This is an optimization exercise on Yosys and OpenROAD, whose aim is small area and a short achievable clock period, not a production implementation. Function was checked by simulation only, so behaviour that the tests miss may differ from the original.

Design top_convolution, start of the top module:
module top_convolution#(parameter int IMG_SIZE = 5)(
    input clk,
    input rst,
    input [23:0] in,
    input [71:0] FILTER,
    output reg [(IMG_SIZE-2)*(IMG_SIZE-2)*9-1:0] OUT);
    logic [71:0] f;
    always_ff @(posedge clk) f <= FILTER;
    wire [8:0] tp00 = {f[7], f[7:0]};
    wire [8:0] tp01 = {f[15], f[15:8]};
    wire [8:0] tp02 = {f[23], f[23:16]};
    wire [8:0] tp10 = {f[31], f[31:24]};
    wire [8:0] tp11 = {f[39], f[39:32]};
    wire [8:0] tp12 = {f[47], f[47:40]};
    wire [8:0] tp20 = {f[55], f[55:48]};
    wire [8:0] tp21 = {f[63], f[63:56]};
    wire [8:0] tp22 = {f[71], f[71:64]};
    wire [7:0] cs_s, cs_c;
    for (genvar i = 0; i < 8; i++) begin : csa
        conv_fa u (.a(in[16+i]), .b(in[8+i]), .c(in[i]), .s(cs_s[i]), .co(cs_c[i]));
    end
    wire [7:0] pp953 = {cs_s[7] ^ cs_c[6], cs_s[6] ^ cs_c[5], cs_s[5] ^ cs_c[4], cs_s[4] ^ cs_c[3], cs_s[3] ^ cs_c[2], cs_s[2] ^ cs_c[1], cs_s[1] ^ cs_c[0], cs_s[0]};
    wire [7:0] gg954 = {cs_s[7] & cs_c[6], cs_s[6] & cs_c[5], cs_s[5] & cs_c[4], cs_s[4] & cs_c[3], cs_s[3] & cs_c[2], cs_s[2] & cs_c[1], cs_s[1] & cs_c[0], 1'b0};
    wire [8:1] cy955;
    conv_carry_ks u955 (.g(gg954), .p(pp953), .c(cy955));
    wire [8:0] sin = {(cs_c[7]) ^ cy955[8], pp953[7:1] ^ cy955[7:1], pp953[0]};
    logic [8:0] s;
    always_ff @(posedge clk) s <= sin;
    logic [8:0] r0a, r0b, r0c, d0a, d0b, r1a, r1b, r1c, d1a, d1b, r2a, r2b;
    always_ff @(posedge clk) begin
        r0a <= n0a;
        r0b <= n0b;
        r0c <= n0c;
        d0a <= r0c;
        d0b <= d0a;
        r1a <= n1a;
        r1b <= n1b;
        r1c <= n1c;
        d1a <= r1c;
        d1b <= d1a;
        r2a <= n2a;
        r2b <= n2b;
    end
    wire p1 = ~(s[0] & tp00[0]);
    wire p2 = ~(s[0] & tp00[1]);
    wire p3 = ~(s[0] & tp00[2]);
    wire p4 = ~(s[0] & tp00[3]);
  ...
Settings: LEC_CHECK=0, CAP_MARGIN=20, CORE_MARGIN=2, CORE_UTILIZATION=40, CTS_BUF_LIST=sky130_fd_sc_hd__clkbuf_16, CTS_CLUSTER_DIAMETER=60, CTS_CLUSTER_SIZE=30, SLEW_MARGIN=20, SYNTH_HIERARCHICAL=1, SYNTH_MINIMUM_KEEP_SIZE=0; clock period 17.0 ns.
standard.sh (not shown) runs the stock make flow with config.mk's settings and CLKGATE_MAP_FILE= SYNTH_SCRIPT=/design/flow/synth_recipe.tcl, a recipe that flattens the netlist after the stock synthesis.
==> flow/flow/run.sh <==
#!/bin/bash
# Layout flow: the standard ORFS flow (standard.sh, unchanged synthesis)
# with two settings changed: the port buffers are buf_1 cells instead of the
# default choice, and timing repair aims for 12.5 ns of setup slack.
set -euo pipefail
export BUFFER_PORTS_ARGS="-buffer_cell sky130_fd_sc_hd__buf_1"
export SETUP_SLACK_MARGIN=12.5
bash standard.sh > standard_make.log 2>&1
Rerun with:
==> flow/run.sh (new file) <==
#!/bin/bash
# synth_recipe.tcl (not shown) runs the flow's synth.tcl, then flattens the netlist and writes it again
# the make line also repeats each setting of config.mk as NAME=value (left out here)
make -C /OpenROAD-flow-scripts/flow DESIGN_CONFIG=/design/flow/config.mk WORK_HOME=/design/flow/orfs CLKGATE_MAP_FILE= SYNTH_SCRIPT=/design/flow/synth_recipe.tcl finish
removed: flow/flow/run.sh
removed: flow/standard.sh
After rerunning: The new run completed with no timing, DRC or antenna violations. Count of clock-buffer cells in the layout does not change. Synthesized cell count stays the same. Wire length decreases by about 1.7%. Design area is higher by about 4%. Global-route usage rises by 0.17 points.

lane 1:
Starting RTL as in the previous note.
Settings: LEC_CHECK=0, CAP_MARGIN=20, CORE_MARGIN=2, CORE_UTILIZATION=40, CTS_BUF_LIST=sky130_fd_sc_hd__clkbuf_4, SLEW_MARGIN=20, SYNTH_HIERARCHICAL=1, SYNTH_MINIMUM_KEEP_SIZE=0; clock period 17.0 ns.
==> flow/flow/run.sh <==
#!/bin/bash
# Layout flow: the standard ORFS flow (standard.sh, unchanged synthesis)
# with two settings changed: the port buffers are buf_1 cells instead of the
# default choice, and timing repair aims for 12.5 ns of setup slack.
set -euo pipefail
export BUFFER_PORTS_ARGS="-buffer_cell sky130_fd_sc_hd__buf_1"
export SETUP_SLACK_MARGIN=12.5
bash standard.sh > standard_make.log 2>&1
Setup changes, lane 1 to lane 2
-- flow/flow/run.sh --
<<< lane 1, line 3
# with two settings changed: the port buffers are buf_1 cells instead of the
>>> lane 2, line 3
# with two settings changed: the port buffers are buf_2 cells instead of the
<<< lane 1, line 6
export BUFFER_PORTS_ARGS="-buffer_cell sky130_fd_sc_hd__buf_1"
>>> lane 2, line 6
export BUFFER_PORTS_ARGS="-buffer_cell sky130_fd_sc_hd__buf_2"
## What came out
Lane 2 was carried through to the last stage, and its layout satisfied the timing, design-rule and antenna checks.
The multi-input combinational cell area was comparable across lane 2 and lane 1.
In terms of share of cell area taken by flip-flops and latches, lane 1 and lane 2 differ only marginally.
Relative to lane 1, met3 wire length has increased by about 1% in lane 2.
Diff lane 1 -> lane 2: final core area utilization closely matched the old numbers.
Per the comparison of lane 2 with lane 1, number of buffers inserted during clock tree synthesis has decreased; global-route usage over all layers has decreased; routed length per placed instance has decreased; hold slack has decreased.
Input changes introduced in lane 3 (baseline for comparison: lane 2):
- putting CTS_CLUSTER_DIAMETER at 80 where nothing was set
- putting CTS_CLUSTER_SIZE at 40 where nothing was set
- swapping sky130_fd_sc_hd__clkbuf_4 for sky130_fd_sc_hd__clkbuf_16 in CTS_BUF_LIST
-- flow/flow/run.sh --
<<< lane 2, line 3
# with two settings changed: the port buffers are buf_2 cells instead of the
>>> lane 3, line 3
# with two settings changed: the port buffers are buf_1 cells instead of the
<<< lane 2, line 6
export BUFFER_PORTS_ARGS="-buffer_cell sky130_fd_sc_hd__buf_2"
>>> lane 3, line 6
export BUFFER_PORTS_ARGS="-buffer_cell sky130_fd_sc_hd__buf_1"
==> results.txt <==
Lane 3: flow completed, timing, DRC and antenna clean. Lane 3 against lane 2: post-detailed-route via-to-cell ratio has increased; measured slew at the worst slew-check pin has increased; multi-input gate share of total cell area has increased; number of vias in the routed layout has decreased. Summary: headroom to the max-slew limit, lane 3 worse than lane 2. Growth of design area from synthesis to finish: lane 3 vs lane 2 down 1.7 points.
> inputs changed (lane 3 -> lane 4)
- CTS_BUF_LIST changed from sky130_fd_sc_hd__clkbuf_16 to sky130_fd_sc_hd__clkbuf_8
- CTS_CLUSTER_SIZE removed (was 40)
- CTS_CLUSTER_DIAMETER removed (was 80)
Notes after the runs:
- Worst hold-check slack sits higher in lane 4 than in lane 3.
- Clock-pin slew of the registers on the worst-case setup and hold paths for lane 4 is lower than for lane 3.
- Looking at non-clock buffer share of cell area, lane 4 sits below lane 3.
- Lane 4 against lane 3: clock-cell share of area increased 1.3 points, routed wire length increased 1.2%, sequential share of layout area decreased 0.40 points.
- The detailed route wirelength on metal2 on lane 3 is in line with that on lane 4.
- The post-route minimum period on lane 4 is in line with that on lane 3.

==> separate check: timing with driven ports <==
How much do the figures lean on ideal ports? The routed layouts below were timed once more, with nothing changed but the port constraints. Step 1: set_driving_cell puts a clkbuf_16 on clk and a buf_2 on each other input, an assumption about the parent block. Step 2 also shifts input and output timing later by t, the mid clock arrival at the registers, as if the neighbouring blocks saw the same clock. Three values: ideal, step 1, step 2; two values: the first two.
run | t (ns) | setup WS [ns] | worst register clock-pin slew, ns
the first run of note 1 | 0.615 | 12.485 / 12.434 / 11.894 | 0.08 / 0.08
the second run of note 1 | 0.607 | 11.716 / 11.716 / 11.500 | 0.10 / 0.10
lane 1 | 0.768 | 12.314 / 12.265 / 11.831 | 0.07 / 0.07
lane 2 | 0.770 | 12.306 / 12.259 / 11.881 | 0.07 / 0.07
lane 3 | 0.589 | 12.472 / 12.422 / 11.945 | 0.12 / 0.12
lane 4 | 0.628 | 12.474 / 12.427 / 11.866 | 0.06 / 0.06
After both steps every run listed still meets setup and hold. For lane 4, which loses most, drivers alone change the setup slack by -0.047 ns; drivers and shift together by -0.608 ns.
